What follows belongs to an exercise in optimizing a design on an open flow for small area; a production flow would make more cautious choices. Only simulation tests tie the RTL to the original design; equivalence was not proved.

===== flow/flow/run.sh =====
#!/bin/bash
set -euo pipefail
here=$(pwd)
rm -rf "$here/orfs_scripts"
cp -r "$FLOW_HOME/scripts" "$here/orfs_scripts"
cp "$here/flow/abc_area.script" "$here/orfs_scripts/abc_area.script"
export SCRIPTS_DIR="$here/orfs_scripts"
export SYNTH_ARGS="-noabc"
export BUFFER_PORTS_ARGS="-buffer_cell sky130_fd_sc_hd__buf_1"
export CTS_ARGS="-sink_clustering_enable -repair_clock_nets -dont_use_dummy_load -sink_clustering_size 10 -sink_clustering_max_diameter 40 -buf_list sky130_fd_sc_hd__clkbuf_4"
bash standard.sh > standard.log 2>&1

===== flow/flow/abc_area.script =====
strash
dc2
dch -f
amap
topo
stime -c
buffer -c
upsize -c
dnsize -c

===== flow/standard.sh =====
#!/bin/bash
# synth_recipe.tcl (not shown) runs the flow's synth.tcl, then flattens the netlist and writes it again
# the make line also repeats each setting of config.mk as NAME=value (left out here)
make -C /OpenROAD-flow-scripts/flow DESIGN_CONFIG=/design/flow/config.mk WORK_HOME=/design/flow/orfs CLKGATE_MAP_FILE= SYNTH_SCRIPT=/design/flow/synth_recipe.tcl "${@:-finish}"

===== flow/config.mk =====
export PLATFORM = sky130hd
export DESIGN_NAME = ibis_texture_mapper
export DESIGN_NICKNAME = ibis_texture_mapper
export VERILOG_FILES = /design/flow/design.v
export SDC_FILE = /design/flow/constraint.sdc
export NUM_CORES = 4
export LEC_CHECK = 0
export ABC_AREA = 1
export CAP_MARGIN = 20
export CORE_MARGIN = 2
export CORE_UTILIZATION = 55
export PLACE_DENSITY = 0.75
export SLEW_MARGIN = 20

===== flow/constraint.sdc =====
create_clock -name core_clock -period 10.0 [get_ports {aclk}]
set_input_delay 2.0000 -clock core_clock [delete_from_list [all_inputs] [get_ports {aclk}]]
set_output_delay 2.0000 -clock core_clock [all_outputs]
set_load 0.01 [all_outputs]

===== flow/design.v =====
`timescale 1ns / 1ps
`default_nettype none
module ibis_texture_mapper
#(parameter TILE_SIZE_POW2_MAX = 9,
  parameter WIDTH = 11)
 (input wire logic aclk,
  input wire logic aresetn,
  input wire logic enable,
  input wire logic unsigned [6:0] write_registers,
  input wire logic unsigned [WIDTH - 1:0] x,
  input wire logic unsigned [WIDTH - 1:0] y,
  input wire logic unsigned [2:0] texture_power2,
  input wire logic signed [17:0] texture_matrixA,
  input wire logic signed [17:0] texture_matrixB,
  input wire logic signed [17:0] texture_matrixC,
  input wire logic signed [17:0] texture_matrixD,
  input wire logic signed [17:0] texture_translateX,
  input wire logic signed [17:0] texture_translateY,
  output logic unsigned [(TILE_SIZE_POW2_MAX * 2) - 1:0] map_address,
  output logic stencil_test,
  output logic stencil_step,
  output logic ready);
  logic [4:0] r_js;
  always_ff @(posedge aclk) begin
    if(!aresetn) r_js <= 5'b00000;
    else if(enable) r_js <= {r_js[3:0], ~r_js[4]};
  end
  wire ph0 = ~r_js[4] & ~r_js[0];
  wire ph1 =  r_js[0] & ~r_js[1];
  wire ph2 =  r_js[1] & ~r_js[2];
  wire ph3 =  r_js[2] & ~r_js[3];
  wire ph4 =  r_js[3] & ~r_js[4];
  wire ph5 =  r_js[4] &  r_js[0];
  wire ph6 = ~r_js[0] &  r_js[1];
  wire ph7 = ~r_js[1] &  r_js[2];
  wire ph8 = ~r_js[2] &  r_js[3];
  wire ph9 = ~r_js[3] &  r_js[4];
  logic [2:0] r_tp;  
  logic signed [17:0] r_A, r_B, r_C, r_D, r_Tx, r_Ty;
  logic [5:0] r_w;
  wire wr = enable & ph0;
  always_ff @(posedge aclk) begin
    if(!aresetn) begin
      r_tp <= 3'd4;
      r_w <= 6'b0;
    end else begin
      if(wr & write_registers[6]) r_tp <= texture_power2;
      if(wr) r_w <= r_w | write_registers[5:0];
    end
  end
  always_ff @(posedge aclk) begin
    if(wr & write_registers[4]) r_Tx <= texture_translateX;
    if(wr & write_registers[5]) r_Ty <= texture_translateY;
    if(wr & write_registers[0]) r_A <= texture_matrixA;
    if(wr & write_registers[1]) r_B <= texture_matrixB;
    if(wr & write_registers[2]) r_C <= texture_matrixC;
    if(wr & write_registers[3]) r_D <= texture_matrixD;
  end
  wire useT_y = ph2 | ph3 | ph4 | ph6 | ph8;
  wire [17:0] tsel = useT_y ? (r_Ty & {18{r_w[5]}}) : (r_Tx & {18{r_w[4]}});
  logic [9:0] r_xh, r_yh;
  wire [9:0] xyh_n;
  wire tlo_nz = |tsel[7:0];
  ibis_tm_rca #(10) u_xyh(.a({1'b0, ph3 ? y[8:0] : x[8:0]}), .b(~tsel[17:8]), .ci(~tlo_nz), .s(xyh_n));
  always_ff @(posedge aclk) begin
    if(enable & ph1) r_xh <= xyh_n;
    if(enable & ph3) r_yh <= xyh_n;
  end
  wire useY = ph2 | ph4 | ph6 | ph8;
  wire hi   = ph3 | ph4 | ph7 | ph8;
  wire start = ph1 | ph5;
  wire [9:0] hv = useY ? r_yh : r_xh;
  wire [10:0] win = hi ? {hv, 1'b0} : {tlo_nz, tlo_nz, tsel[7:0], 1'b0};
  wire selA = enable & (ph1 | ph3);
  wire selB = enable & (ph2 | ph4);
  wire selC = enable & (ph5 | ph7);
  wire selD = enable & (ph6 | ph8);
  wire [17:0] msel = ({18{selA & r_w[0]}} & r_A) | ({18{selB & r_w[1]}} & r_B)
                   | ({18{selC & r_w[2]}} & r_C) | ({18{selD & r_w[3]}} & r_D)
                   | {9'b0, (selA & ~r_w[0]) | (selD & ~r_w[3]), 8'b0};
  logic signed [27:0] r_S;
  logic signed [27:0] acc_in;
  always_comb begin
    if(enable & start) acc_in = 28'sd1 << (17 + r_tp);
    else if(enable & (ph3 | ph7)) acc_in = r_S >>> 8;
    else acc_in = r_S;
  end
  wire [27:0] sum;
  ibis_tm_mac u_mac(.m(msel), .win(win), .flip(~hi), .acc(acc_in), .sum(sum));
  always_ff @(posedge aclk) begin
    r_S <= sum;
  end
  function automatic logic zero_hi(input logic [27:0] h, input logic [2:0] tp);
    logic [7:0] m;
    m = 8'hff << tp;  
    zero_hi = ~|h[27:18] & ~|(h[17:10] & m);
  endfunction
  wire z_S = zero_hi(r_S, r_tp);
  logic [8:0] r_uk;  
  logic r_zu;        
  always_ff @(posedge aclk) begin
    if(enable & ph5) begin
      r_uk <= r_S[16:8];
      r_zu <= z_S;
    end
  end
  wire step_n = ~r_uk[r_tp] & ~r_S[8 + r_tp];  
  logic r_sx, r_sy, r_step;
  always_ff @(posedge aclk) begin
    if(!aresetn) begin
      r_sx <= 1'b0;
      r_sy <= 1'b0;
    end else begin
      if(enable & ph6) r_sx <= r_zu;
      if(enable & ph9) r_sy <= z_S;
    end
  end
  always_ff @(posedge aclk) begin
    if(enable & ph9) r_step <= step_n;
  end
  logic [17:0] r_addr;
  wire [17:0] addr_n;
  wire [8:0] amask = ~(9'h1fc << r_tp);
  wire [17:0] av = {9'b0, r_S[16:8] & amask} << 2;
  wire [17:0] av1 = r_tp[0] ? {av[16:0], 1'b0} : av;
  wire [17:0] av2 = r_tp[1] ? {av1[15:0], 2'b0} : av1;
  wire [17:0] av3 = r_tp[2] ? {av2[13:0], 4'b0} : av2;
  assign addr_n = av3 | {9'b0, r_uk & amask};
  always_ff @(posedge aclk) begin
    if(enable & ph9) r_addr <= addr_n;
  end
  assign map_address = r_addr;
  assign ready = ph9;
  assign stencil_test = r_sx & (ph9 ? z_S : r_sy);
  assign stencil_step = ph9 ? step_n : r_step;
endmodule
module ibis_tm_mac(input wire [17:0] m, input wire [10:0] win, input wire flip, input wire [27:0] acc, output wire [27:0] sum);
  wire [18:0] m1 = {m[17], m};
  wire [18:0] m2 = {m, 1'b0};
  wire neg0 = win[2] ^ flip;
  wire one0 = win[1] ^ win[0];
  wire two0 = (win[2] & ~win[1] & ~win[0]) | (~win[2] & win[1] & win[0]);
  wire [18:0] r0 = ((m1 ^ {19{neg0}}) & {19{one0}}) | ((m2 ^ {19{neg0}}) & {19{two0}});
  wire nz0 = neg0 & (one0 | two0);
  wire neg1 = win[4] ^ flip;
  wire one1 = win[3] ^ win[2];
  wire two1 = (win[4] & ~win[3] & ~win[2]) | (~win[4] & win[3] & win[2]);
  wire [18:0] r1 = ((m1 ^ {19{neg1}}) & {19{one1}}) | ((m2 ^ {19{neg1}}) & {19{two1}});
  wire nz1 = neg1 & (one1 | two1);
  wire neg2 = win[6] ^ flip;
  wire one2 = win[5] ^ win[4];
  wire two2 = (win[6] & ~win[5] & ~win[4]) | (~win[6] & win[5] & win[4]);
  wire [18:0] r2 = ((m1 ^ {19{neg2}}) & {19{one2}}) | ((m2 ^ {19{neg2}}) & {19{two2}});
  wire nz2 = neg2 & (one2 | two2);
  wire neg3 = win[8] ^ flip;
  wire one3 = win[7] ^ win[6];
  wire two3 = (win[8] & ~win[7] & ~win[6]) | (~win[8] & win[7] & win[6]);
  wire [18:0] r3 = ((m1 ^ {19{neg3}}) & {19{one3}}) | ((m2 ^ {19{neg3}}) & {19{two3}});
  wire nz3 = neg3 & (one3 | two3);
  wire neg4 = win[10] ^ flip;
  wire one4 = win[9] ^ win[8];
  wire two4 = (win[10] & ~win[9] & ~win[8]) | (~win[10] & win[9] & win[8]);
  wire [18:0] r4 = ((m1 ^ {19{neg4}}) & {19{one4}}) | ((m2 ^ {19{neg4}}) & {19{two4}});
  wire nz4 = neg4 & (one4 | two4);
  wire t1 = r0[8] ^ r1[6];
  wire t2 = r0[8] & r1[6];
  wire t3 = r0[9] ^ r1[7];
  wire t4 = r0[9] & r1[7];
  wire t5 = r0[10] ^ r1[8];
  wire t6 = r0[10] & r1[8];
  wire t7 = r0[11] ^ r1[9];
  wire t8 = r0[11] & r1[9];
  wire t9 = r0[12] ^ r1[10];
  wire t10 = r0[12] & r1[10];
  wire t11 = r0[13] ^ r1[11];
  wire t12 = r0[13] & r1[11];
  wire t13 = r0[14] ^ r1[12];
  wire t14 = r0[14] & r1[12];
  wire t15 = r0[15] ^ r1[13];
  wire t16 = r0[15] & r1[13];
  wire t17 = r0[16] ^ r1[14];
  wire t18 = r0[16] & r1[14];
  wire t19 = r0[17] ^ r1[15];
  wire t20 = r0[17] & r1[15];
  wire t21 = 1'b1 ^ ~r0[18] ^ r1[16];
  wire t22 = (1'b1 & ~r0[18]) | (1'b1 & r1[16]) | (~r0[18] & r1[16]);
  wire t23 = 1'b1 ^ r1[17];
  wire t24 = 1'b1 & r1[17];
  wire t25 = r0[4] ^ r1[2];
  wire t26 = r0[4] & r1[2];
  wire t27 = r0[5] ^ r1[3];
  wire t28 = r0[5] & r1[3];
  wire t29 = r0[6] ^ r1[4] ^ r2[2];
  wire t30 = (r0[6] & r1[4]) | (r0[6] & r2[2]) | (r1[4] & r2[2]);
  wire t31 = r3[0] ^ nz3;
  wire t32 = r3[0] & nz3;
  wire t33 = r0[7] ^ r1[5] ^ r2[3];
  wire t34 = (r0[7] & r1[5]) | (r0[7] & r2[3]) | (r1[5] & r2[3]);
  wire t35 = r3[1] ^ acc[7];
  wire t36 = r3[1] & acc[7];
  wire t37 = t1 ^ r2[4] ^ r3[2];
  wire t38 = (t1 & r2[4]) | (t1 & r3[2]) | (r2[4] & r3[2]);
  wire t39 = r4[0] ^ nz4 ^ acc[8];
  wire t40 = (r4[0] & nz4) | (r4[0] & acc[8]) | (nz4 & acc[8]);
  wire t41 = t3 ^ r2[5] ^ r3[3];
  wire t42 = (t3 & r2[5]) | (t3 & r3[3]) | (r2[5] & r3[3]);
  wire t43 = r4[1] ^ acc[9] ^ t2;
  wire t44 = (r4[1] & acc[9]) | (r4[1] & t2) | (acc[9] & t2);
  wire t45 = t5 ^ r2[6] ^ r3[4];
  wire t46 = (t5 & r2[6]) | (t5 & r3[4]) | (r2[6] & r3[4]);
  wire t47 = r4[2] ^ acc[10] ^ t4;
  wire t48 = (r4[2] & acc[10]) | (r4[2] & t4) | (acc[10] & t4);
  wire t49 = t7 ^ r2[7] ^ r3[5];
  wire t50 = (t7 & r2[7]) | (t7 & r3[5]) | (r2[7] & r3[5]);
  wire t51 = r4[3] ^ acc[11] ^ t6;
  wire t52 = (r4[3] & acc[11]) | (r4[3] & t6) | (acc[11] & t6);
  wire t53 = t9 ^ r2[8] ^ r3[6];
  wire t54 = (t9 & r2[8]) | (t9 & r3[6]) | (r2[8] & r3[6]);
  wire t55 = r4[4] ^ acc[12] ^ t8;
  wire t56 = (r4[4] & acc[12]) | (r4[4] & t8) | (acc[12] & t8);
  wire t57 = t11 ^ r2[9] ^ r3[7];
  wire t58 = (t11 & r2[9]) | (t11 & r3[7]) | (r2[9] & r3[7]);
  wire t59 = r4[5] ^ acc[13] ^ t10;
  wire t60 = (r4[5] & acc[13]) | (r4[5] & t10) | (acc[13] & t10);
  wire t61 = t13 ^ r2[10] ^ r3[8];
  wire t62 = (t13 & r2[10]) | (t13 & r3[8]) | (r2[10] & r3[8]);
  wire t63 = r4[6] ^ acc[14] ^ t12;
  wire t64 = (r4[6] & acc[14]) | (r4[6] & t12) | (acc[14] & t12);
  wire t65 = t15 ^ r2[11] ^ r3[9];
  wire t66 = (t15 & r2[11]) | (t15 & r3[9]) | (r2[11] & r3[9]);
  wire t67 = r4[7] ^ acc[15] ^ t14;
  wire t68 = (r4[7] & acc[15]) | (r4[7] & t14) | (acc[15] & t14);
  wire t69 = t17 ^ r2[12] ^ r3[10];
  wire t70 = (t17 & r2[12]) | (t17 & r3[10]) | (r2[12] & r3[10]);
  wire t71 = r4[8] ^ acc[16] ^ t16;
  wire t72 = (r4[8] & acc[16]) | (r4[8] & t16) | (acc[16] & t16);
  wire t73 = t19 ^ r2[13] ^ r3[11];
  wire t74 = (t19 & r2[13]) | (t19 & r3[11]) | (r2[13] & r3[11]);
  wire t75 = r4[9] ^ acc[17] ^ t18;
  wire t76 = (r4[9] & acc[17]) | (r4[9] & t18) | (acc[17] & t18);
  wire t77 = t21 ^ r2[14] ^ r3[12];
  wire t78 = (t21 & r2[14]) | (t21 & r3[12]) | (r2[14] & r3[12]);
  wire t79 = r4[10] ^ acc[18] ^ t20;
  wire t80 = (r4[10] & acc[18]) | (r4[10] & t20) | (acc[18] & t20);
  wire t81 = t23 ^ r2[15] ^ r3[13];
  wire t82 = (t23 & r2[15]) | (t23 & r3[13]) | (r2[15] & r3[13]);
  wire t83 = r4[11] ^ acc[19] ^ t22;
  wire t84 = (r4[11] & acc[19]) | (r4[11] & t22) | (acc[19] & t22);
  wire t85 = ~r1[18] ^ r2[16] ^ r3[14];
  wire t86 = (~r1[18] & r2[16]) | (~r1[18] & r3[14]) | (r2[16] & r3[14]);
  wire t87 = r4[12] ^ acc[20] ^ t24;
  wire t88 = (r4[12] & acc[20]) | (r4[12] & t24) | (acc[20] & t24);
  wire t89 = 1'b1 ^ r2[17] ^ r3[15];
  wire t90 = (1'b1 & r2[17]) | (1'b1 & r3[15]) | (r2[17] & r3[15]);
  wire t91 = r4[13] ^ acc[21];
  wire t92 = r4[13] & acc[21];
  wire t93 = ~r2[18] ^ r3[16] ^ r4[14];
  wire t94 = (~r2[18] & r3[16]) | (~r2[18] & r4[14]) | (r3[16] & r4[14]);
  wire t95 = 1'b1 ^ r3[17];
  wire t96 = 1'b1 & r3[17];
  wire t97 = r0[2] ^ r1[0];
  wire t98 = r0[2] & r1[0];
  wire t99 = r0[3] ^ r1[1];
  wire t100 = r0[3] & r1[1];
  wire t101 = t25 ^ r2[0] ^ nz2;
  wire t102 = (t25 & r2[0]) | (t25 & nz2) | (r2[0] & nz2);
  wire t103 = t27 ^ r2[1] ^ acc[5];
  wire t104 = (t27 & r2[1]) | (t27 & acc[5]) | (r2[1] & acc[5]);
  wire t105 = t29 ^ t31 ^ acc[6];
  wire t106 = (t29 & t31) | (t29 & acc[6]) | (t31 & acc[6]);
  wire t107 = t33 ^ t35 ^ t30;
  wire t108 = (t33 & t35) | (t33 & t30) | (t35 & t30);
  wire t109 = t37 ^ t39 ^ t34;
  wire t110 = (t37 & t39) | (t37 & t34) | (t39 & t34);
  wire t111 = t41 ^ t43 ^ t38;
  wire t112 = (t41 & t43) | (t41 & t38) | (t43 & t38);
  wire t113 = t45 ^ t47 ^ t42;
  wire t114 = (t45 & t47) | (t45 & t42) | (t47 & t42);
  wire t115 = t49 ^ t51 ^ t46;
  wire t116 = (t49 & t51) | (t49 & t46) | (t51 & t46);
  wire t117 = t53 ^ t55 ^ t50;
  wire t118 = (t53 & t55) | (t53 & t50) | (t55 & t50);
  wire t119 = t57 ^ t59 ^ t54;
  wire t120 = (t57 & t59) | (t57 & t54) | (t59 & t54);
  wire t121 = t61 ^ t63 ^ t58;
  wire t122 = (t61 & t63) | (t61 & t58) | (t63 & t58);
  wire t123 = t65 ^ t67 ^ t62;
  wire t124 = (t65 & t67) | (t65 & t62) | (t67 & t62);
  wire t125 = t69 ^ t71 ^ t66;
  wire t126 = (t69 & t71) | (t69 & t66) | (t71 & t66);
  wire t127 = t73 ^ t75 ^ t70;
  wire t128 = (t73 & t75) | (t73 & t70) | (t75 & t70);
  wire t129 = t77 ^ t79 ^ t74;
  wire t130 = (t77 & t79) | (t77 & t74) | (t79 & t74);
  wire t131 = t81 ^ t83 ^ t78;
  wire t132 = (t81 & t83) | (t81 & t78) | (t83 & t78);
  wire t133 = t85 ^ t87 ^ t82;
  wire t134 = (t85 & t87) | (t85 & t82) | (t87 & t82);
  wire t135 = t89 ^ t91 ^ t86;
  wire t136 = (t89 & t91) | (t89 & t86) | (t91 & t86);
  wire t137 = t93 ^ acc[22] ^ t90;
  wire t138 = (t93 & acc[22]) | (t93 & t90) | (acc[22] & t90);
  wire t139 = t95 ^ r4[15] ^ acc[23];
  wire t140 = (t95 & r4[15]) | (t95 & acc[23]) | (r4[15] & acc[23]);
  wire t141 = ~r3[18] ^ r4[16] ^ acc[24];
  wire t142 = (~r3[18] & r4[16]) | (~r3[18] & acc[24]) | (r4[16] & acc[24]);
  wire t143 = 1'b1 ^ r4[17];
  wire t144 = 1'b1 & r4[17];
  wire t145 = r0[0] ^ nz0;
  wire t146 = r0[0] & nz0;
  wire t147 = r0[1] ^ acc[1];
  wire t148 = r0[1] & acc[1];
  wire t149 = t97 ^ nz1 ^ acc[2];
  wire t150 = (t97 & nz1) | (t97 & acc[2]) | (nz1 & acc[2]);
  wire t151 = t99 ^ acc[3] ^ t98;
  wire t152 = (t99 & acc[3]) | (t99 & t98) | (acc[3] & t98);
  wire t153 = t101 ^ acc[4] ^ t100;
  wire t154 = (t101 & acc[4]) | (t101 & t100) | (acc[4] & t100);
  wire t155 = t103 ^ t26 ^ t102;
  wire t156 = (t103 & t26) | (t103 & t102) | (t26 & t102);
  wire t157 = t105 ^ t28 ^ t104;
  wire t158 = (t105 & t28) | (t105 & t104) | (t28 & t104);
  wire t159 = t107 ^ t32 ^ t106;
  wire t160 = (t107 & t32) | (t107 & t106) | (t32 & t106);
  wire t161 = t109 ^ t36 ^ t108;
  wire t162 = (t109 & t36) | (t109 & t108) | (t36 & t108);
  wire t163 = t111 ^ t40 ^ t110;
  wire t164 = (t111 & t40) | (t111 & t110) | (t40 & t110);
  wire t165 = t113 ^ t44 ^ t112;
  wire t166 = (t113 & t44) | (t113 & t112) | (t44 & t112);
  wire t167 = t115 ^ t48 ^ t114;
  wire t168 = (t115 & t48) | (t115 & t114) | (t48 & t114);
  wire t169 = t117 ^ t52 ^ t116;
  wire t170 = (t117 & t52) | (t117 & t116) | (t52 & t116);
  wire t171 = t119 ^ t56 ^ t118;
  wire t172 = (t119 & t56) | (t119 & t118) | (t56 & t118);
  wire t173 = t121 ^ t60 ^ t120;
  wire t174 = (t121 & t60) | (t121 & t120) | (t60 & t120);
  wire t175 = t123 ^ t64 ^ t122;
  wire t176 = (t123 & t64) | (t123 & t122) | (t64 & t122);
  wire t177 = t125 ^ t68 ^ t124;
  wire t178 = (t125 & t68) | (t125 & t124) | (t68 & t124);
  wire t179 = t127 ^ t72 ^ t126;
  wire t180 = (t127 & t72) | (t127 & t126) | (t72 & t126);
  wire t181 = t129 ^ t76 ^ t128;
  wire t182 = (t129 & t76) | (t129 & t128) | (t76 & t128);
  wire t183 = t131 ^ t80 ^ t130;
  wire t184 = (t131 & t80) | (t131 & t130) | (t80 & t130);
  wire t185 = t133 ^ t84 ^ t132;
  wire t186 = (t133 & t84) | (t133 & t132) | (t84 & t132);
  wire t187 = t135 ^ t88 ^ t134;
  wire t188 = (t135 & t88) | (t135 & t134) | (t88 & t134);
  wire t189 = t137 ^ t92 ^ t136;
  wire t190 = (t137 & t92) | (t137 & t136) | (t92 & t136);
  wire t191 = t139 ^ t94 ^ t138;
  wire t192 = (t139 & t94) | (t139 & t138) | (t94 & t138);
  wire t193 = t141 ^ t96 ^ t140;
  wire t194 = (t141 & t96) | (t141 & t140) | (t96 & t140);
  wire t195 = t143 ^ acc[25] ^ t142;
  wire t196 = (t143 & acc[25]) | (t143 & t142) | (acc[25] & t142);
  wire t197 = ~r4[18] ^ acc[26] ^ t144;
  wire t198 = (~r4[18] & acc[26]) | (~r4[18] & t144) | (acc[26] & t144);
  wire t199 = 1'b1 ^ acc[27];
  wire t200 = 1'b1 & acc[27];
  wire [27:0] t201 = {t199, t197, t195, t193, t191, t189, t187, t185, t183, t181, t179, t177, t175, t173, t171, t169, t167, t165, t163, t161, t159, t157, t155, t153, t151, t149, t147, t145};
  wire [27:0] t202 = {t198, t196, t194, t192, t190, t188, t186, t184, t182, t180, t178, t176, t174, t172, t170, t168, t166, t164, t162, t160, t158, t156, t154, t152, t150, t148, t146, acc[0]};
  wire fp0_0 = t201[0] ^ t202[0];
  wire fg0_0 = t201[0] & t202[0];
  wire fp0_1 = t201[1] ^ t202[1];
  wire fg0_1 = t201[1] & t202[1];
  wire fp0_2 = t201[2] ^ t202[2];
  wire fg0_2 = t201[2] & t202[2];
  wire fp0_3 = t201[3] ^ t202[3];
  wire fg0_3 = t201[3] & t202[3];
  wire fp0_4 = t201[4] ^ t202[4];
  wire fg0_4 = t201[4] & t202[4];
  wire fp0_5 = t201[5] ^ t202[5];
  wire fg0_5 = t201[5] & t202[5];
  wire fp0_6 = t201[6] ^ t202[6];
  wire fg0_6 = t201[6] & t202[6];
  wire fp0_7 = t201[7] ^ t202[7];
  wire fg0_7 = t201[7] & t202[7];
  wire fp0_8 = t201[8] ^ t202[8];
  wire fg0_8 = t201[8] & t202[8];
  wire fp0_9 = t201[9] ^ t202[9];
  wire fg0_9 = t201[9] & t202[9];
  wire fp0_10 = t201[10] ^ t202[10];
  wire fg0_10 = t201[10] & t202[10];
  wire fp0_11 = t201[11] ^ t202[11];
  wire fg0_11 = t201[11] & t202[11];
  wire fp0_12 = t201[12] ^ t202[12];
  wire fg0_12 = t201[12] & t202[12];
  wire fp0_13 = t201[13] ^ t202[13];
  wire fg0_13 = t201[13] & t202[13];
  wire fp0_14 = t201[14] ^ t202[14];
  wire fg0_14 = t201[14] & t202[14];
  wire fp0_15 = t201[15] ^ t202[15];
  wire fg0_15 = t201[15] & t202[15];
  wire fp0_16 = t201[16] ^ t202[16];
  wire fg0_16 = t201[16] & t202[16];
  wire fp0_17 = t201[17] ^ t202[17];
  wire fg0_17 = t201[17] & t202[17];
  wire fp0_18 = t201[18] ^ t202[18];
  wire fg0_18 = t201[18] & t202[18];
  wire fp0_19 = t201[19] ^ t202[19];
  wire fg0_19 = t201[19] & t202[19];
  wire fp0_20 = t201[20] ^ t202[20];
  wire fg0_20 = t201[20] & t202[20];
  wire fp0_21 = t201[21] ^ t202[21];
  wire fg0_21 = t201[21] & t202[21];
  wire fp0_22 = t201[22] ^ t202[22];
  wire fg0_22 = t201[22] & t202[22];
  wire fp0_23 = t201[23] ^ t202[23];
  wire fg0_23 = t201[23] & t202[23];
  wire fp0_24 = t201[24] ^ t202[24];
  wire fg0_24 = t201[24] & t202[24];
  wire fp0_25 = t201[25] ^ t202[25];
  wire fg0_25 = t201[25] & t202[25];
  wire fp0_26 = t201[26] ^ t202[26];
  wire fg0_26 = t201[26] & t202[26];
  wire fp0_27 = t201[27] ^ t202[27];
  wire fg0_27 = t201[27] & t202[27];
  wire fg_1 = fg0_1 | (fp0_1 & fg0_0);
  wire fpp_1 = fp0_1 & fp0_0;
  wire fg_2 = fg0_3 | (fp0_3 & fg0_2);
  wire fpp_2 = fp0_3 & fp0_2;
  wire fg_3 = fg0_5 | (fp0_5 & fg0_4);
  wire fpp_3 = fp0_5 & fp0_4;
  wire fg_4 = fg0_7 | (fp0_7 & fg0_6);
  wire fpp_4 = fp0_7 & fp0_6;
  wire fg_5 = fg0_9 | (fp0_9 & fg0_8);
  wire fpp_5 = fp0_9 & fp0_8;
  wire fg_6 = fg0_11 | (fp0_11 & fg0_10);
  wire fpp_6 = fp0_11 & fp0_10;
  wire fg_7 = fg0_13 | (fp0_13 & fg0_12);
  wire fpp_7 = fp0_13 & fp0_12;
  wire fg_8 = fg0_15 | (fp0_15 & fg0_14);
  wire fpp_8 = fp0_15 & fp0_14;
  wire fg_9 = fg0_17 | (fp0_17 & fg0_16);
  wire fpp_9 = fp0_17 & fp0_16;
  wire fg_10 = fg0_19 | (fp0_19 & fg0_18);
  wire fpp_10 = fp0_19 & fp0_18;
  wire fg_11 = fg0_21 | (fp0_21 & fg0_20);
  wire fpp_11 = fp0_21 & fp0_20;
  wire fg_12 = fg0_23 | (fp0_23 & fg0_22);
  wire fpp_12 = fp0_23 & fp0_22;
  wire fg_13 = fg0_25 | (fp0_25 & fg0_24);
  wire fpp_13 = fp0_25 & fp0_24;
  wire fg_14 = fg0_27 | (fp0_27 & fg0_26);
  wire fpp_14 = fp0_27 & fp0_26;
  wire fg_15 = fg_2 | (fpp_2 & fg_1);
  wire fpp_15 = fpp_2 & fpp_1;
  wire fg_16 = fg_4 | (fpp_4 & fg_3);
  wire fpp_16 = fpp_4 & fpp_3;
  wire fg_17 = fg_6 | (fpp_6 & fg_5);
  wire fpp_17 = fpp_6 & fpp_5;
  wire fg_18 = fg_8 | (fpp_8 & fg_7);
  wire fpp_18 = fpp_8 & fpp_7;
  wire fg_19 = fg_10 | (fpp_10 & fg_9);
  wire fpp_19 = fpp_10 & fpp_9;
  wire fg_20 = fg_12 | (fpp_12 & fg_11);
  wire fpp_20 = fpp_12 & fpp_11;
  wire fg_21 = fg_14 | (fpp_14 & fg_13);
  wire fpp_21 = fpp_14 & fpp_13;
  wire fg_22 = fg_16 | (fpp_16 & fg_15);
  wire fpp_22 = fpp_16 & fpp_15;
  wire fg_23 = fg_18 | (fpp_18 & fg_17);
  wire fpp_23 = fpp_18 & fpp_17;
  wire fg_24 = fg_20 | (fpp_20 & fg_19);
  wire fpp_24 = fpp_20 & fpp_19;
  wire fg_25 = fg_23 | (fpp_23 & fg_22);
  wire fpp_25 = fpp_23 & fpp_22;
  wire fg_26 = fg_24 | (fpp_24 & fg_25);
  wire fpp_26 = fpp_24 & fpp_25;
  wire fg_27 = fg_17 | (fpp_17 & fg_22);
  wire fpp_27 = fpp_17 & fpp_22;
  wire fg_28 = fg_19 | (fpp_19 & fg_25);
  wire fpp_28 = fpp_19 & fpp_25;
  wire fg_29 = fg_21 | (fpp_21 & fg_26);
  wire fpp_29 = fpp_21 & fpp_26;
  wire fg_30 = fg_3 | (fpp_3 & fg_15);
  wire fpp_30 = fpp_3 & fpp_15;
  wire fg_31 = fg_5 | (fpp_5 & fg_22);
  wire fpp_31 = fpp_5 & fpp_22;
  wire fg_32 = fg_7 | (fpp_7 & fg_27);
  wire fpp_32 = fpp_7 & fpp_27;
  wire fg_33 = fg_9 | (fpp_9 & fg_25);
  wire fpp_33 = fpp_9 & fpp_25;
  wire fg_34 = fg_11 | (fpp_11 & fg_28);
  wire fpp_34 = fpp_11 & fpp_28;
  wire fg_35 = fg_13 | (fpp_13 & fg_26);
  wire fpp_35 = fpp_13 & fpp_26;
  wire fg_36 = fg0_2 | (fp0_2 & fg_1);
  wire fpp_36 = fp0_2 & fpp_1;
  wire fg_37 = fg0_4 | (fp0_4 & fg_15);
  wire fpp_37 = fp0_4 & fpp_15;
  wire fg_38 = fg0_6 | (fp0_6 & fg_30);
  wire fpp_38 = fp0_6 & fpp_30;
  wire fg_39 = fg0_8 | (fp0_8 & fg_22);
  wire fpp_39 = fp0_8 & fpp_22;
  wire fg_40 = fg0_10 | (fp0_10 & fg_31);
  wire fpp_40 = fp0_10 & fpp_31;
  wire fg_41 = fg0_12 | (fp0_12 & fg_27);
  wire fpp_41 = fp0_12 & fpp_27;
  wire fg_42 = fg0_14 | (fp0_14 & fg_32);
  wire fpp_42 = fp0_14 & fpp_32;
  wire fg_43 = fg0_16 | (fp0_16 & fg_25);
  wire fpp_43 = fp0_16 & fpp_25;
  wire fg_44 = fg0_18 | (fp0_18 & fg_33);
  wire fpp_44 = fp0_18 & fpp_33;
  wire fg_45 = fg0_20 | (fp0_20 & fg_28);
  wire fpp_45 = fp0_20 & fpp_28;
  wire fg_46 = fg0_22 | (fp0_22 & fg_34);
  wire fpp_46 = fp0_22 & fpp_34;
  wire fg_47 = fg0_24 | (fp0_24 & fg_26);
  wire fpp_47 = fp0_24 & fpp_26;
  wire fg_48 = fg0_26 | (fp0_26 & fg_35);
  wire fpp_48 = fp0_26 & fpp_35;
  assign sum[0] = fp0_0 ^ 1'b0;
  assign sum[1] = fp0_1 ^ fg0_0;
  assign sum[2] = fp0_2 ^ fg_1;
  assign sum[3] = fp0_3 ^ fg_36;
  assign sum[4] = fp0_4 ^ fg_15;
  assign sum[5] = fp0_5 ^ fg_37;
  assign sum[6] = fp0_6 ^ fg_30;
  assign sum[7] = fp0_7 ^ fg_38;
  assign sum[8] = fp0_8 ^ fg_22;
  assign sum[9] = fp0_9 ^ fg_39;
  assign sum[10] = fp0_10 ^ fg_31;
  assign sum[11] = fp0_11 ^ fg_40;
  assign sum[12] = fp0_12 ^ fg_27;
  assign sum[13] = fp0_13 ^ fg_41;
  assign sum[14] = fp0_14 ^ fg_32;
  assign sum[15] = fp0_15 ^ fg_42;
  assign sum[16] = fp0_16 ^ fg_25;
  assign sum[17] = fp0_17 ^ fg_43;
  assign sum[18] = fp0_18 ^ fg_33;
  assign sum[19] = fp0_19 ^ fg_44;
  assign sum[20] = fp0_20 ^ fg_28;
  assign sum[21] = fp0_21 ^ fg_45;
  assign sum[22] = fp0_22 ^ fg_34;
  assign sum[23] = fp0_23 ^ fg_46;
  assign sum[24] = fp0_24 ^ fg_26;
  assign sum[25] = fp0_25 ^ fg_47;
  assign sum[26] = fp0_26 ^ fg_35;
  assign sum[27] = fp0_27 ^ fg_48;
endmodule
module ibis_tm_rca #(parameter N = 10)
 (input wire logic [N - 1:0] a,
  input wire logic [N - 1:0] b,
  input wire logic ci,
  output logic [N - 1:0] s);
  wire [N:0] c;
  assign c[0] = ci;
  for(genvar i = 0; i < N; i++) begin: g_bit
    assign s[i] = a[i] ^ b[i] ^ c[i];
    assign c[i + 1] = (a[i] & b[i]) | (a[i] & c[i]) | (b[i] & c[i]);
  end
endmodule

==> results.rst, run 1 <==
.. list-table::
   :header-rows: 1

   * - Metric
     - Value
   * - Routing usage on met3
     - 3.84%
   * - I/O Buffers
     - 159
   * - Placeable core region
     - 22,500 um^2
   * - Type of destination of the critical path
     - register
   * - Rel. slew slack
     - 31.4%
   * - Post-route clock period utilization
     - 84.9%
   * - Cell type with the largest total area after synthesis
     - sky130_fd_sc_hd__edfxtp_1
   * - Highest-utilization routing layer at the global route stage
     - met2
   * - Status
     - complete, no violations
   * - Routed wire length
     - 31,700 um
   * - Non-filler instance count after layout
     - 1,572
   * - Total I/O pin count
     - 164
   * - Global-route total usage across every layer
     - 26.6%
   * - Clock-pin slew reported for the worst setup and hold paths after clock tree synthesis
     - 0.10 ns
   * - Number of enable-type register cells in the synthesized netlist
     - 157
   * - Worst hold slack
     - 0.474 ns
   * - Total die area
     - 24,000 um^2
   * - Post-CTS resize count
     - 0
   * - Max-capacitance violation count
     - 0
   * - Total nets after synthesis
     - 1,413
   * - Most frequent cell on the critical path
     - sky130_fd_sc_hd__nand2_2
   * - Layout-stage area growth over the synthesis result
     - 9.23%
   * - Proportion of layout cells with a drive suffix above 1
     - 9.18%
   * - GR Layer Usage met1
     - 37.2%
   * - Mean routed wirelength per cell
     - 20.2 um
   * - Worst Path Required
     - 10.64 ns
   * - Clock tree from TritonCTS
     - yes
   * - DP Area
     - 13,500 um^2
   * - Chip Height
     - 155 um
   * - Count of clock tree sinks
     - 201
   * - Yosys warning count
     - 1
   * - Clock tree root buffer cell
     - sky130_fd_sc_hd__clkbuf_4
   * - Post-CTS setup buffers
     - 0
   * - Prevailing post-synth register cell
     - sky130_fd_sc_hd__edfxtp_1
   * - Sequential cell area fraction in the yosys report
     - 44.6%
   * - Maximum count of clock buffers along a single path
     - 3
   * - Per-instance average area after synthesis
     - 11.1 um^2
   * - Fraction of synthesis flops using an asynchronous set or reset pin
     - 0%
   * - Post-Synthesis Cells
     - 1,125
   * - Final-layout fill cell count
     - 1,858
   * - Starting density of the core
     - 55.7%
   * - Arrival time of the worst setup path
     - 9.13 ns
   * - Total grt overflow
     - 0
   * - Kind of start point of the critical path
     - primary input
   * - Pins Over Slew Limit
     - 0
   * - Crit path max-delay cell type
     - sky130_fd_sc_hd__nor2_1
   * - Cell Count Post-Placement
     - 1,539
   * - Number of distinct library cells after synthesis
     - 59
   * - H-tree levels
     - 1
   * - Met2 global-route usage
     - 44.0%
   * - Detailed Route Iter0 Violations
     - 903
   * - Later-pin clock latency in the skew report
     - 0.70 ns
   * - Area contributors post-synth
     - sky130_fd_sc_hd__edfxtp_1 (38%), sky130_fd_sc_hd__fa_1 (16%), sky130_fd_sc_hd__o22ai_1 (9.2%), sky130_fd_sc_hd__dfxtp_1 (7.0%), sky130_fd_sc_hd__ha_1 (4.7%)
   * - Worst clock skew
     - 0.0688 ns
   * - Number of antenna violations at the first check in global routing
     - 2
   * - Hold-fix buffers at CTS
     - 0
   * - Remaining routing DRC violations
     - 0
   * - Cell Rows
     - 55
   * - Post-route standard cell area excluding fillers
     - 13,700 um^2
   * - DR pass1 iterations
     - 8
   * - Class of the most critical setup path
     - primary input to register
   * - First-pass GRT wire length
     - 50,700 um
   * - Tmin final
     - 8.49 ns
   * - TritonCTS Buffers
     - 31
   * - Vias
     - 9,872
   * - Share of the core filled with cells
     - 60.9%
   * - Via/cell ratio
     - 6.28
   * - Total negative slack for setup checks
     - 0 ns
   * - Fmax
     - 118 MHz
   * - Type of the tightest min-delay check
     - register to register
   * - Fraction of synthesized cell area taken by the top area cell type
     - 37.6%
   * - Routability congestion estimate
     - 0.972
   * - Final Net Count
     - 1,575
   * - Highest net fanout along the worst path
     - 13
   * - RSZ-0062 raised after global routing
     - false
   * - Placement Setup Slack
     - 0.834 ns
   * - Post-route antenna net violation count
     - 0
   * - Endpoints failing setup
     - 0
   * - Vias in the first global route
     - 9,800
   * - Slew of the pin with the lowest slew margin
     - 1.02 ns
   * - Cell area after synthesis
     - 12,500 um^2
   * - HPWL reported at the end of detailed placement
     - 24,500 um
   * - Hold Violations, Final
     - 0
   * - Setup ws final
     - 1.51 ns
   * - Maximum number of pins on one net before global-route repair
     - 29
   * - Floorplan die width
     - 155 um
   * - Yosys reg bits
     - 201
   * - Largest stage delay, worst path
     - 0.83 ns
==> flip-flops by register name, indices dropped and copies added (netlist names) <==
register,flops
r_S,28
r_js,5
r_Tx,18
r_sy,1
r_addr,18
r_w,6
r_yh,10
r_uk,9
r_C,18
r_sx,1
r_tp,3
r_B,18
r_xh,10
r_Ty,18
r_D,18
r_step,1
r_A,18
r_zu,1
==> logic make-up (layout without fill, tap and decap cells) <==
| logic type | Yosys count | in the layout | share of synthesized area (%) |
|---|---|---|---|
| AND/OR/NAND/NOR | 197 | 197 | 7.10 |
| adder cells (fa/ha/maj) | 145 | 145 | 20.3 |
| other | 0 | 2 | 0 |
| flip-flops | 201 | 201 | 44.6 |
| buffers and inverters | 186 | 346 | 5.88 |
| AO/OA/AOI/OAI | 396 | 396 | 22.1 |
==> Yosys cell counts, types with 2 or more instances <==
cell type,number
sky130_fd_sc_hd__o22ai_1,185
sky130_fd_sc_hd__edfxtp_1,157
sky130_fd_sc_hd__inv_1,111
sky130_fd_sc_hd__fa_1,98
sky130_fd_sc_hd__nor2_1,98
sky130_fd_sc_hd__ha_1,47
sky130_fd_sc_hd__dfxtp_1,44
sky130_fd_sc_hd__nand2_1,41
sky130_fd_sc_hd__a21oi_1,38
sky130_fd_sc_hd__clkbuf_1,36
sky130_fd_sc_hd__o21ai_0,32
sky130_fd_sc_hd__o22a_1,21
sky130_fd_sc_hd__o32ai_1,18
sky130_fd_sc_hd__buf_2,16
sky130_fd_sc_hd__a221oi_1,15
sky130_fd_sc_hd__a22oi_1,14
sky130_fd_sc_hd__inv_2,13
sky130_fd_sc_hd__a32oi_1,12
sky130_fd_sc_hd__nand3_1,12
sky130_fd_sc_hd__nor2b_1,12
sky130_fd_sc_hd__o221a_2,10
sky130_fd_sc_hd__a32o_1,8
sky130_fd_sc_hd__nand2_2,8
sky130_fd_sc_hd__nor3_1,7
sky130_fd_sc_hd__o221ai_1,7
sky130_fd_sc_hd__a21oi_2,5
sky130_fd_sc_hd__buf_1,5
sky130_fd_sc_hd__o21ai_1,5
sky130_fd_sc_hd__nand3_2,4
sky130_fd_sc_hd__nand4_1,4
sky130_fd_sc_hd__o211ai_1,3
sky130_fd_sc_hd__o21a_1,3
sky130_fd_sc_hd__a31oi_1,2
sky130_fd_sc_hd__a31oi_2,2
sky130_fd_sc_hd__buf_6,2
sky130_fd_sc_hd__clkinv_1,2
sky130_fd_sc_hd__nor3_2,2
sky130_fd_sc_hd__nor4_1,2
sky130_fd_sc_hd__o2111ai_1,2
sky130_fd_sc_hd__o21ai_2,2
sky130_fd_sc_hd__o21bai_2,2
==> layout by cell type (no fill, tap or decap), types with 3 or more instances in the layout <==
master	n
sky130_fd_sc_hd__a21oi_1	38
sky130_fd_sc_hd__a21oi_2	5
sky130_fd_sc_hd__a221oi_1	15
sky130_fd_sc_hd__a22oi_1	14
sky130_fd_sc_hd__a32o_1	8
sky130_fd_sc_hd__a32oi_1	12
sky130_fd_sc_hd__buf_1	159
sky130_fd_sc_hd__buf_4	30
sky130_fd_sc_hd__clkbuf_4	31
sky130_fd_sc_hd__dfxtp_1	44
sky130_fd_sc_hd__edfxtp_1	157
sky130_fd_sc_hd__fa_1	98
sky130_fd_sc_hd__ha_1	47
sky130_fd_sc_hd__inv_1	111
sky130_fd_sc_hd__inv_2	13
sky130_fd_sc_hd__nand2_1	41
sky130_fd_sc_hd__nand2_2	8
sky130_fd_sc_hd__nand3_1	12
sky130_fd_sc_hd__nand3_2	4
sky130_fd_sc_hd__nand4_1	4
sky130_fd_sc_hd__nor2_1	98
sky130_fd_sc_hd__nor2b_1	10
sky130_fd_sc_hd__nor3_1	7
sky130_fd_sc_hd__o211ai_1	3
sky130_fd_sc_hd__o21a_1	3
sky130_fd_sc_hd__o21ai_0	32
sky130_fd_sc_hd__o21ai_1	5
sky130_fd_sc_hd__o221a_2	10
sky130_fd_sc_hd__o221ai_1	7
sky130_fd_sc_hd__o22a_1	21
sky130_fd_sc_hd__o22ai_1	185
sky130_fd_sc_hd__o32ai_1	18
==> metal layers <==
layer | wire, um | vias up | share of wire, %
li1 | - | 4582 | -
met1 | 13100 | 4665 | 41
met2 | 15100 | 543 | 48
met3 | 2660 | 82 | 8.4
met4 | 824 | 0 | 2.6
met5 | 0 | - | 0
==> worst max-delay path, delay by kind of cell <==
family          cells  cell delay (ns)
simple gates       20             2.56
compound gates      6             0.92
buf+inv             5             0.92
fa+ha+maj           6             2.69
==> path summary, 6_finish.rpt <==
| check | startpoint | endpoint | slack [ns] | depth (start not counted) |
|---|---|---|---|---|
| hold / removal | r_uk[0] | r_addr[0] | 0.47 | 0 |
| setup / recovery | enable | r_S[27] | 1.51 | 37 |
| hold reg to reg | r_uk[0] | r_addr[0] | 0.47 | 0 |
| setup reg to reg | r_js[3] | r_S[27] | 1.83 | 41 |
==> area by class of cell <==
class	count	area (um^2)	area share (%)
antenna	2	5.00	0.0365
timing repair buffer	189	822	6.00
inverter	126	473	3.45
multi-input combinational	738	6210	45.4
sequential	201	5600	40.8
clock buffer	31	233	1.70
tap	285	357	2.60
==> inputs of run 2 (changes only) <==
==> flow/flow/abc_area.script (replaced) <==
strash
dc2
dch -f
amap
topo
==> results.rst, run 2 <==
.. list-table::
   :header-rows: 1

   * - Metric
     - Value
   * - Status
     - complete, no violations
   * - Vias in the first global route
     - 9,503
   * - Count of clock tree sinks
     - 201
   * - Arrival time of the worst setup path
     - 9.67 ns
   * - TritonCTS Buffers
     - 28
   * - Sequential cell area fraction in the yosys report
     - 46.1%
   * - Cell Rows
     - 54
   * - Commonest cells post-synth
     - sky130_fd_sc_hd__o22ai_1 (186), sky130_fd_sc_hd__edfxtp_1 (157), sky130_fd_sc_hd__clkinv_1 (126)
   * - Type of destination of the critical path
     - register
   * - Highest net fanout along the worst path
     - 20
   * - Hold-fix buffers at CTS
     - 0
   * - Non-filler instance count after layout
     - 1,561
   * - Class of the most critical setup path
     - register to register
   * - Later-pin clock latency in the skew report
     - 0.69 ns
   * - Post-route clock period utilization
     - 91.3%
   * - Number of flip-flops under the largest register name
     - 28
   * - Vias
     - 9,869
   * - Total nets after synthesis
     - 1,353
   * - Per-instance average area after synthesis
     - 11.4 um^2
   * - Commonest cells after routing, fill and taps aside
     - sky130_fd_sc_hd__o22ai_1 (186), sky130_fd_sc_hd__buf_1 (159), sky130_fd_sc_hd__edfxtp_1 (157)
   * - Maximum count of clock buffers along a single path
     - 3
   * - Chip Height
     - 153 um
   * - Maximum number of pins on one net before global-route repair
     - 29
   * - Cell type with the largest total area after synthesis
     - sky130_fd_sc_hd__edfxtp_1
   * - Routed wire length
     - 30,500 um
   * - Share of the core filled with cells
     - 62.1%
   * - Most frequent cell on the critical path
     - sky130_fd_sc_hd__nand2_1
   * - Endpoints failing setup
     - 0
   * - Worst clock skew
     - 0.106 ns
   * - Post-CTS setup buffers
     - 0
   * - Cell area after synthesis
     - 12,100 um^2
   * - Number of distinct library cells after synthesis
     - 38
   * - Most frequently used cell type in the post-synthesis netlist
     - sky130_fd_sc_hd__o22ai_1
   * - Hold Violations, Final
     - 0
   * - Proportion of layout cells with a drive suffix above 1
     - 4.77%
   * - Yosys reg bits
     - 201
   * - Most common cell after layout, fill and taps aside
     - sky130_fd_sc_hd__o22ai_1
   * - Post-CTS resize count
     - 0
   * - Yosys warning count
     - 1
   * - Total negative slack for setup checks
     - 0 ns
   * - Mean routed wirelength per cell
     - 19.5 um
   * - Clock tree root buffer cell
     - sky130_fd_sc_hd__clkbuf_4
   * - I/O Buffers
     - 159
   * - Rel. slew slack
     - 26.9%
   * - Routability congestion estimate
     - 0.979
   * - Starting density of the core
     - 55.8%
   * - Worst hold slack
     - 0.502 ns
   * - Clock-pin slew reported for the worst setup and hold paths after clock tree synthesis
     - 0.11 ns
   * - Fmax
     - 110 MHz
   * - Area contributors post-synth
     - sky130_fd_sc_hd__edfxtp_1 (39%), sky130_fd_sc_hd__fa_1 (16%), sky130_fd_sc_hd__o22ai_1 (9.6%), sky130_fd_sc_hd__dfxtp_1 (7.3%), sky130_fd_sc_hd__ha_1 (4.8%)
   * - Post-Synthesis Cells
     - 1,065
   * - Placement Setup Slack
     - 0.542 ns
   * - Slew of the pin with the lowest slew margin
     - 1.10 ns
   * - Fraction of synthesis flops using an asynchronous set or reset pin
     - 0%
   * - Max-capacitance violation count
     - 0
   * - Global-route total usage across every layer
     - 26.0%
   * - Crit path max-delay cell type
     - sky130_fd_sc_hd__nor2_1
   * - RSZ-0062 raised after global routing
     - false
   * - Type of the tightest min-delay check
     - register to register
   * - Cell Count Post-Placement
     - 1,532
   * - Remaining routing DRC violations
     - 0
   * - Total I/O pin count
     - 164
   * - Kind of start point of the critical path
     - register
   * - Floorplan die width
     - 153 um
   * - Detailed Route Iter0 Violations
     - 939
   * - HPWL reported at the end of detailed placement
     - 23,500 um
   * - Total die area
     - 23,300 um^2
   * - H-tree levels
     - 1
   * - Number of antenna violations at the first check in global routing
     - 1
   * - Post-route antenna net violation count
     - 0
   * - Prevailing post-synth register cell
     - sky130_fd_sc_hd__edfxtp_1
   * - Register with the most flip-flops
     - r_S
   * - DR pass1 iterations
     - 5
   * - Total grt overflow
     - 0
   * - Minimum setup slack among reg-to-reg paths
     - 0.87 ns
   * - Pins Over Slew Limit
     - 0
   * - Largest stage delay, worst path
     - 0.69 ns
   * - Number of enable-type register cells in the synthesized netlist
     - 157
   * - Worst Path Required
     - 10.54 ns
   * - Layout-stage area growth over the synthesis result
     - 11.4%
   * - Fraction of synthesized cell area taken by the top area cell type
     - 38.8%
   * - Final-layout fill cell count
     - 1,810
   * - Via/cell ratio
     - 6.32
   * - Tmin final
     - 9.13 ns
   * - Clock tree from TritonCTS
     - yes
   * - Setup ws final
     - 0.869 ns
   * - Placeable core region
     - 21,800 um^2
   * - First-pass GRT wire length
     - 49,200 um
   * - Final Net Count
     - 1,570
[run 2: cell count changes after synthesis, moves of 8 or more]
| cell | delta |
|---|---|
| sky130_fd_sc_hd__buf_2 | -16 |
| sky130_fd_sc_hd__clkbuf_1 | -36 |
| sky130_fd_sc_hd__clkinv_1 | +124 |
| sky130_fd_sc_hd__inv_1 | -111 |
| sky130_fd_sc_hd__inv_2 | -13 |
| sky130_fd_sc_hd__nand2_1 | +8 |
| sky130_fd_sc_hd__nand2_2 | -8 |
| sky130_fd_sc_hd__o21ai_0 | +8 |
| sky130_fd_sc_hd__o221a_1 | +10 |
| sky130_fd_sc_hd__o221a_2 | -10 |
[run 2: critical path, delay by kind of cell (launching register included)]
| family | cells | cell delay (ns) |
|---|---|---|
| flip-flops | 1 | 0.42 |
| buffers and inverters | 5 | 1.51 |
| AND/OR/NAND/NOR | 23 | 3.13 |
| adder cells (fa/ha/maj) | 5 | 2.32 |
| AO/OA/AOI/OAI | 8 | 1.61 |
[run 2: area by class of cell]
type	instances	area, um^2	share of cell area [%]
Multi-Input combinational cell	738	6080	45.0
Timing Repair Buffer	187	807	5.97
Tap cell	280	350	2.59
Sequential cell	201	5600	41.4
Antenna cell	1	2.50	0.0185
Inverter	126	473	3.50
Clock buffer	28	210	1.55
[run 2: cell families after synthesis]
| family | share of synthesized area, % |
|---|---|
| adders and majority gates | 21.0 |
| and+or+nand+nor | 6.84 |
| DFF | 46.1 |
| AOI/OAI and AO/OA | 22.1 |
| buffers and inverters | 3.90 |
[run 2: worst paths after layout]
check | depth (start not counted) | startpoint | endpoint
setup / recovery | 41 | r_js[0] | r_S[27]
hold / removal | 2 | r_w[0] | r_w[0]
hold reg to reg | 2 | r_w[0] | r_w[0]
setup reg to reg | 41 | r_js[0] | r_S[27]
[run 2: routing by layer]
layer  part of all wire, %  track usage (%)
met1                    44             39.5
met2                    44             39.9
met3                   9.2             3.56
met4                   2.6             6.88
met5                     0                0
[run 2: stage by stage]
step | area (um^2)
after detailed placement | 13300
after global placement | 13300
final | 13500
after global routing | 13500
after floorplan | 12100
after CTS | 13500
==> inputs of run 3 (changes only) <==
--- a/flow/design.v
+++ b/flow/design.v
@@ -61,5 +61,5 @@
   logic [9:0] r_xh, r_yh;
   wire [9:0] xyh_n;
-  wire tlo_nz = |tsel[7:0];
+  wire tlo_nz = useT_y ? (r_w[5] & |r_Ty[7:0]) : (r_w[4] & |r_Tx[7:0]);
   ibis_tm_rca #(10) u_xyh(.a({1'b0, ph3 ? y[8:0] : x[8:0]}), .b(~tsel[17:8]), .ci(~tlo_nz), .s(xyh_n));
   always_ff @(posedge aclk) begin
==> flow/flow/abc_area.script (replaced) <==
strash
dc2
dch -f
amap
strash
dch -f
amap
topo
==> results.rst, run 3 <==
.. list-table::
   :header-rows: 1

   * - Metric
     - Value
   * - Status
     - complete, no violations
   * - Routed wire length
     - 31,100 um
   * - Post-Synthesis Cells
     - 1,060
   * - Slew of the pin with the lowest slew margin
     - 1.04 ns
   * - Sequential cell area fraction in the yosys report
     - 46.5%
   * - Fraction of synthesized cell area taken by the top area cell type
     - 39.2%
   * - TritonCTS Buffers
     - 28
   * - Maximum count of clock buffers along a single path
     - 3
   * - Commonest cells after routing, fill and taps aside
     - sky130_fd_sc_hd__o22ai_1 (195), sky130_fd_sc_hd__buf_1 (159), sky130_fd_sc_hd__edfxtp_1 (157)
   * - Mean routed wirelength per cell
     - 19.8 um
   * - Chip Height
     - 152 um
   * - Pins Over Slew Limit
     - 0
   * - Routability congestion estimate
     - 0.968
   * - Crit path max-delay cell type
     - sky130_fd_sc_hd__a221oi_1
   * - I/O Buffers
     - 159
   * - Worst Path Required
     - 10.57 ns
   * - Routing usage on met3
     - 4.16%
   * - Hold-fix buffers at CTS
     - 0
   * - Clock-pin slew reported for the worst setup and hold paths after clock tree synthesis
     - 0.10 ns
   * - Hold Violations, Final
     - 0
   * - Placeable core region
     - 21,600 um^2
   * - Final-layout fill cell count
     - 1,781
   * - Global-route total usage across every layer
     - 26.8%
   * - Via/cell ratio
     - 6.28
   * - Proportion of layout cells with a drive suffix above 1
     - 5.88%
   * - Yosys reg bits
     - 201
   * - Cell Rows
     - 54
   * - Non-filler instance count after layout
     - 1,573
   * - Cell area after synthesis
     - 12,000 um^2
   * - Number of distinct library cells after synthesis
     - 35
   * - Layout-stage area growth over the synthesis result
     - 12.5%
   * - Largest stage delay, worst path
     - 0.66 ns
   * - Arrival time of the worst setup path
     - 9.43 ns
   * - Kind of start point of the critical path
     - primary input
   * - Type of destination of the critical path
     - register
   * - Total nets after synthesis
     - 1,348
   * - Per-instance average area after synthesis
     - 11.4 um^2
   * - Endpoints failing setup
     - 0
   * - Register with the most flip-flops
     - r_S
   * - Clock tree from TritonCTS
     - yes
   * - Most common cell after layout, fill and taps aside
     - sky130_fd_sc_hd__o22ai_1
   * - Count of clock tree sinks
     - 201
   * - Area contributors post-synth
     - sky130_fd_sc_hd__edfxtp_1 (39%), sky130_fd_sc_hd__fa_1 (16%), sky130_fd_sc_hd__o22ai_1 (10%), sky130_fd_sc_hd__dfxtp_1 (7.3%), sky130_fd_sc_hd__ha_1 (4.9%)
   * - Number of antenna violations at the first check in global routing
     - 1
   * - Post-CTS resize count
     - 0
   * - GR Layer Usage met1
     - 39.2%
   * - Setup ws final
     - 1.14 ns
   * - Post-CTS setup buffers
     - 0
   * - Highest net fanout along the worst path
     - 12
   * - Total grt overflow
     - 0
   * - DR pass1 iterations
     - 6
   * - Most frequently used cell type in the post-synthesis netlist
     - sky130_fd_sc_hd__o22ai_1
   * - Worst clock skew
     - 0.0894 ns
   * - Total die area
     - 23,100 um^2
   * - Vias
     - 9,873
   * - Total I/O pin count
     - 164
   * - Fraction of synthesis flops using an asynchronous set or reset pin
     - 0%
   * - Tmin final
     - 8.86 ns
   * - Prevailing post-synth register cell
     - sky130_fd_sc_hd__edfxtp_1
   * - H-tree levels
     - 1
   * - Fmax
     - 113 MHz
   * - RSZ-0062 raised after global routing
     - false
   * - Final Net Count
     - 1,582
   * - Total negative slack for setup checks
     - 0 ns
   * - Met2 global-route usage
     - 42.4%
   * - Rel. slew slack
     - 30.3%
   * - First-pass GRT wire length
     - 50,200 um
   * - Vias in the first global route
     - 9,696
   * - Maximum number of pins on one net before global-route repair
     - 29
   * - Number of flip-flops under the largest register name
     - 28
   * - Cell type with the largest total area after synthesis
     - sky130_fd_sc_hd__edfxtp_1
   * - Class of the most critical setup path
     - primary input to register
   * - Later-pin clock latency in the skew report
     - 0.68 ns
   * - Number of enable-type register cells in the synthesized netlist
     - 157
   * - Floorplan die width
     - 152 um
   * - Placement Setup Slack
     - 0.506 ns
   * - Highest-utilization routing layer at the global route stage
     - met2
   * - Starting density of the core
     - 55.7%
   * - Number of buffer and inverter stages on the critical path
     - 5
   * - Cell Count Post-Placement
     - 1,544
   * - Max-capacitance violation count
     - 0
   * - Post-route clock period utilization
     - 88.6%
   * - Yosys warning count
     - 1
   * - Clock tree root buffer cell
     - sky130_fd_sc_hd__clkbuf_4
   * - Type of the tightest min-delay check
     - register to register
   * - HPWL reported at the end of detailed placement
     - 24,500 um
   * - Remaining routing DRC violations
     - 0
   * - Crit path max-delay family
     - simple AND/OR/NAND/NOR gates
   * - Commonest cells post-synth
     - sky130_fd_sc_hd__o22ai_1 (195), sky130_fd_sc_hd__edfxtp_1 (157), sky130_fd_sc_hd__clkinv_1 (114)
   * - Detailed Route Iter0 Violations
     - 738
   * - Post-route antenna net violation count
     - 0
==> run 3: path summary, 6_finish.rpt <==
check / startpoint / to / slack (ns) / cells after the start
worst max-delay path: enable / r_S[27] / 1.14 / 41
worst min-delay path: r_uk[0] / r_addr[0] / 0.47 / 0
worst max register to register: r_js[3] / r_S[27] / 1.42 / 43
worst min register to register: r_uk[0] / r_addr[0] / 0.47 / 0
==> run 3: kinds of logic (layout without fill, tap and decap cells) <==
family          count (synthesis)  count (layout)  synth area share, %
fa+ha+maj                     145             145                 21.2
simple gates                  188             188                 6.78
buf+inv                       114             346                 3.56
compound gates                412             412                 22.0
other cells                     0               1                    0
flops                         201             201                 46.5
==> run 3: area by class of cell <==
class,instances,area [um^2],area share [%]
Antenna cell,1,2.50,0.0185
Inverter,114,428,3.16
Sequential cell,201,5600,41.3
Tap cell,280,350,2.59
Multi-Input combinational cell,745,6020,44.5
Clock buffer,28,210,1.55
Timing Repair Buffer,204,935,6.90
==> run 3: layer usage <==
metal,share of wire [%],up-vias,wire [um]
li1,-,4599,-
met1,43,4655,13400
met2,45,548,14100
met3,9.0,71,2790
met4,2.5,0,790
met5,0,-,0
==> run 3: stage by stage <==
stage | utilization (%) | instance area, um^2 | hold slack, ns
2_1_floorplan | - | 12000 | 0.421
3_3_place_gp | 61.6 | 13300 | 0.442
3_5_place_dp | 61.6 | 13300 | 0.453
4_1_cts | 62.6 | 13500 | 0.469
5_1_grt | 62.6 | 13500 | 0.464
6_report | 62.6 | 13500 | 0.473
==> inputs of run 4 (changes only) <==
==> flow/flow/abc_area.script (replaced) <==
strash
dc2
dch -f
map -a
topo
==> results.rst, run 4 <==
.. list-table::
   :header-rows: 1

   * - Metric
     - Value
   * - Kind of start point of the critical path
     - primary input
   * - Proportion of layout cells with a drive suffix above 1
     - 5.97%
   * - Register with the most flip-flops
     - r_S
   * - I/O Buffers
     - 159
   * - Placement Setup Slack
     - 0.699 ns
   * - Class of the most critical setup path
     - primary input to register
   * - Maximum number of pins on one net before global-route repair
     - 27
   * - Placeable core region
     - 22,000 um^2
   * - Post-route clock period utilization
     - 86.4%
   * - Length in cells of the worst reg-to-reg path
     - 38
   * - Remaining routing DRC violations
     - 0
   * - Crit path max-delay cell type
     - sky130_fd_sc_hd__a221oi_1
   * - Total die area
     - 23,700 um^2
   * - Hold wc startpoint
     - r_S[10]
   * - Worst clock skew
     - 0.106 ns
   * - Number of antenna violations at the first check in global routing
     - 1
   * - Hold-fix buffers at CTS
     - 0
   * - Fraction of synthesis flops using an asynchronous set or reset pin
     - 0%
   * - Slew of the pin with the lowest slew margin
     - 0.999 ns
   * - Rel. slew slack
     - 33.4%
   * - Setup ws final
     - 1.36 ns
   * - Cell Count Post-Placement
     - 1,556
   * - Per-instance average area after synthesis
     - 11.4 um^2
   * - Worst setup startpoint
     - enable
   * - Post-CTS setup buffers
     - 0
   * - Clock tree from TritonCTS
     - yes
   * - Vias in the first global route
     - 9,067
   * - Layout-stage area growth over the synthesis result
     - 11.2%
   * - Maximum count of clock buffers along a single path
     - 3
   * - Tmin final
     - 8.64 ns
   * - Later-pin clock latency in the skew report
     - 0.69 ns
   * - Clock-pin slew reported for the worst setup and hold paths after clock tree synthesis
     - 0.10 ns
   * - Routed wire length
     - 28,500 um
   * - Cell Rows
     - 54
   * - Commonest cells after routing, fill and taps aside
     - sky130_fd_sc_hd__buf_1 (159), sky130_fd_sc_hd__edfxtp_1 (157), sky130_fd_sc_hd__clkinv_1 (110)
   * - Most common cell after layout, fill and taps aside
     - sky130_fd_sc_hd__buf_1
   * - Post-CTS resize count
     - 0
   * - Worst Path Required
     - 10.52 ns
   * - Hold Violations, Final
     - 0
   * - Cell area after synthesis
     - 12,400 um^2
   * - Destination of the worst hold path
     - r_uk[2]
   * - TritonCTS Buffers
     - 28
   * - Most frequent cell on the critical path
     - sky130_fd_sc_hd__nand2_1
   * - Hold path cells
     - 0
   * - Most frequently used cell type in the post-synthesis netlist
     - sky130_fd_sc_hd__edfxtp_1
   * - Sequential cell area fraction in the yosys report
     - 45.2%
   * - Total met3 wirelength after detailed routing
     - 1850 um
   * - Largest stage delay, worst path
     - 1.00 ns
   * - First-pass GRT wire length
     - 46,100 um
   * - Commonest cells post-synth
     - sky130_fd_sc_hd__edfxtp_1 (157), sky130_fd_sc_hd__clkinv_1 (110), sky130_fd_sc_hd__nand2_1 (108)
   * - Global-route total usage across every layer
     - 24.4%
   * - Post-route antenna net violation count
     - 0
   * - Fmax
     - 116 MHz
   * - Worst hold slack
     - 0.447 ns
   * - Pins Over Slew Limit
     - 0
   * - Total grt overflow
     - 0
   * - Total routed wire length on the met1 layer
     - 13,100 um
   * - Minimum setup slack among reg-to-reg paths
     - 1.98 ns
   * - Vias
     - 9,047
   * - Type of the tightest min-delay check
     - register to register
   * - Max-capacitance violation count
     - 0
   * - H-tree levels
     - 1
   * - Mean routed wirelength per cell
     - 17.9 um
   * - Share of the core filled with cells
     - 62.6%
   * - Yosys reg bits
     - 201
   * - Clock tree root buffer cell
     - sky130_fd_sc_hd__clkbuf_4
   * - Detailed Route Iter0 Violations
     - 498
   * - Final Net Count
     - 1,597
   * - Number of distinct library cells after synthesis
     - 33
   * - RR Endpoint
     - r_S[27]
   * - Prevailing post-synth register cell
     - sky130_fd_sc_hd__edfxtp_1
   * - HPWL reported at the end of detailed placement
     - 23,000 um
   * - Floorplan die width
     - 154 um
   * - Arrival time of the worst setup path
     - 9.16 ns
   * - Post-Synthesis Cells
     - 1,089
   * - Cell type with the largest total area after synthesis
     - sky130_fd_sc_hd__edfxtp_1
   * - Number of flip-flops under the largest register name
     - 28
   * - Starting density of the core
     - 56.3%
   * - R2R Path Start
     - r_js[2]
   * - Count of clock tree sinks
     - 201
   * - Fraction of synthesized cell area taken by the top area cell type
     - 38.1%
   * - Via/cell ratio
     - 5.70
   * - RSZ-0062 raised after global routing
     - false
   * - Routability congestion estimate
     - 0.889
   * - Highest routing layer actually used
     - met4
   * - Total nets after synthesis
     - 1,377
   * - Endpoints failing setup
     - 0
   * - Area contributors post-synth
     - sky130_fd_sc_hd__edfxtp_1 (38%), sky130_fd_sc_hd__fa_1 (16%), sky130_fd_sc_hd__dfxtp_1 (7.1%), sky130_fd_sc_hd__ha_1 (4.8%), sky130_fd_sc_hd__o22ai_1 (4.5%)
   * - Yosys warning count
     - 1
   * - Type of destination of the critical path
     - register
   * - Chip Height
     - 154 um
   * - DR pass1 iterations
     - 5
   * - Non-filler instance count after layout
     - 1,588
   * - Detailed-routed wire length on met2
     - 13,000 um
   * - Total negative slack for setup checks
     - 0 ns
   * - Highest net fanout along the worst path
     - 15
   * - Number of enable-type register cells in the synthesized netlist
     - 157
   * - Status
     - complete, no violations
   * - Total I/O pin count
     - 164
run 4: how the worst max path moves through the flow:
stage | to
after floorplan | r_S[27]
after global placement | r_S[27]
after detailed placement | r_S[27]
after CTS | r_S[27]
after global routing | r_S[27]
final | r_S[27]
run 4: layer usage:
layer  vias to the layer above  track usage, %
li1                       4393               -
met1                      4300            34.4
met5                         -               0
met2                       307            40.0
met3                        47            4.17
met4                         0            5.65
run 4: cell families (layout without fill, tap and decap cells):
| family | count (synthesis) | count (layout) | synth area share (%) |
|---|---|---|---|
| AOI/OAI and AO/OA | 282 | 282 | 14.5 |
| xor gates and xnor gates | 106 | 106 | 7.51 |
| adders and majority gates | 145 | 145 | 20.6 |
| buffers and inverters | 110 | 328 | 3.34 |
| DFF | 201 | 201 | 45.2 |
| muxes | 14 | 14 | 1.13 |
| other | 0 | 1 | 0 |
| and+or+nand+nor | 231 | 231 | 7.64 |
run 4: through the flow:
step / area [um^2]
floorplan: 12400
global placement: 13500
detailed placement: 13500
CTS: 13700
global route: 13800
finish: 13800
run 4: area by class of cell:
type / count / area [um^2]
timing repair buffer: 190 / 820
tap: 280 / 350
antenna: 1 / 2.50
clock buffer: 28 / 210
inverter: 110 / 413
fill: 1759 / 8200
multi-input combinational: 778 / 6360
sequential: 201 / 5600
run 4: worst max-delay path, delay by kind of cell:
family                     cells  cell delay [ns]
AOI/OAI and AO/OA              6             1.81
buffers and inverters          5             0.95
xor gates and xnor gates       3             0.50
adders and majority gates      6             2.69
and+or+nand+nor               13             1.21

-- afterwards: timing with drivers on the ports --
The results above use ideal ports. As a check the final layouts listed here were re-extracted and re-timed, cells and wires unchanged.
Step 1, drivers: a clkbuf_16 drives aclk and a buf_2 each remaining input, both assumed.
Step 2 adds t to the input delays and takes it off the output delays; t is the mean of the earliest and latest rising clock arrival at the registers after step 1. Input paths then give back, and output paths get back, about the clock's delay inside the block.
Slacks: ideal ports / drivers / drivers and shift; pairs: ideal ports / drivers.
| run | t, ns | slack for setup (ns) | latest minus earliest clock arrival (ns) | worst slew at a driven data input, ns |
|---|---|---|---|---|
| run 1 | 0.716 | 1.515 / 1.535 / 0.820 | 0.069 / 0.069 | 0.06 |
| run 2 | 0.678 | 0.869 / 0.869 / 0.353 | 0.106 / 0.106 | 0.05 |
| run 3 | 0.674 | 1.138 / 1.161 / 0.487 | 0.089 / 0.089 | 0.05 |
| run 4 | 0.678 | 1.361 / 1.374 / 0.696 | 0.108 / 0.108 | 0.06 |
After both steps every run listed still meets setup and hold. For run 1, which loses most, drivers alone change the setup slack by +0.020 ns; drivers and shift together by -0.695 ns.
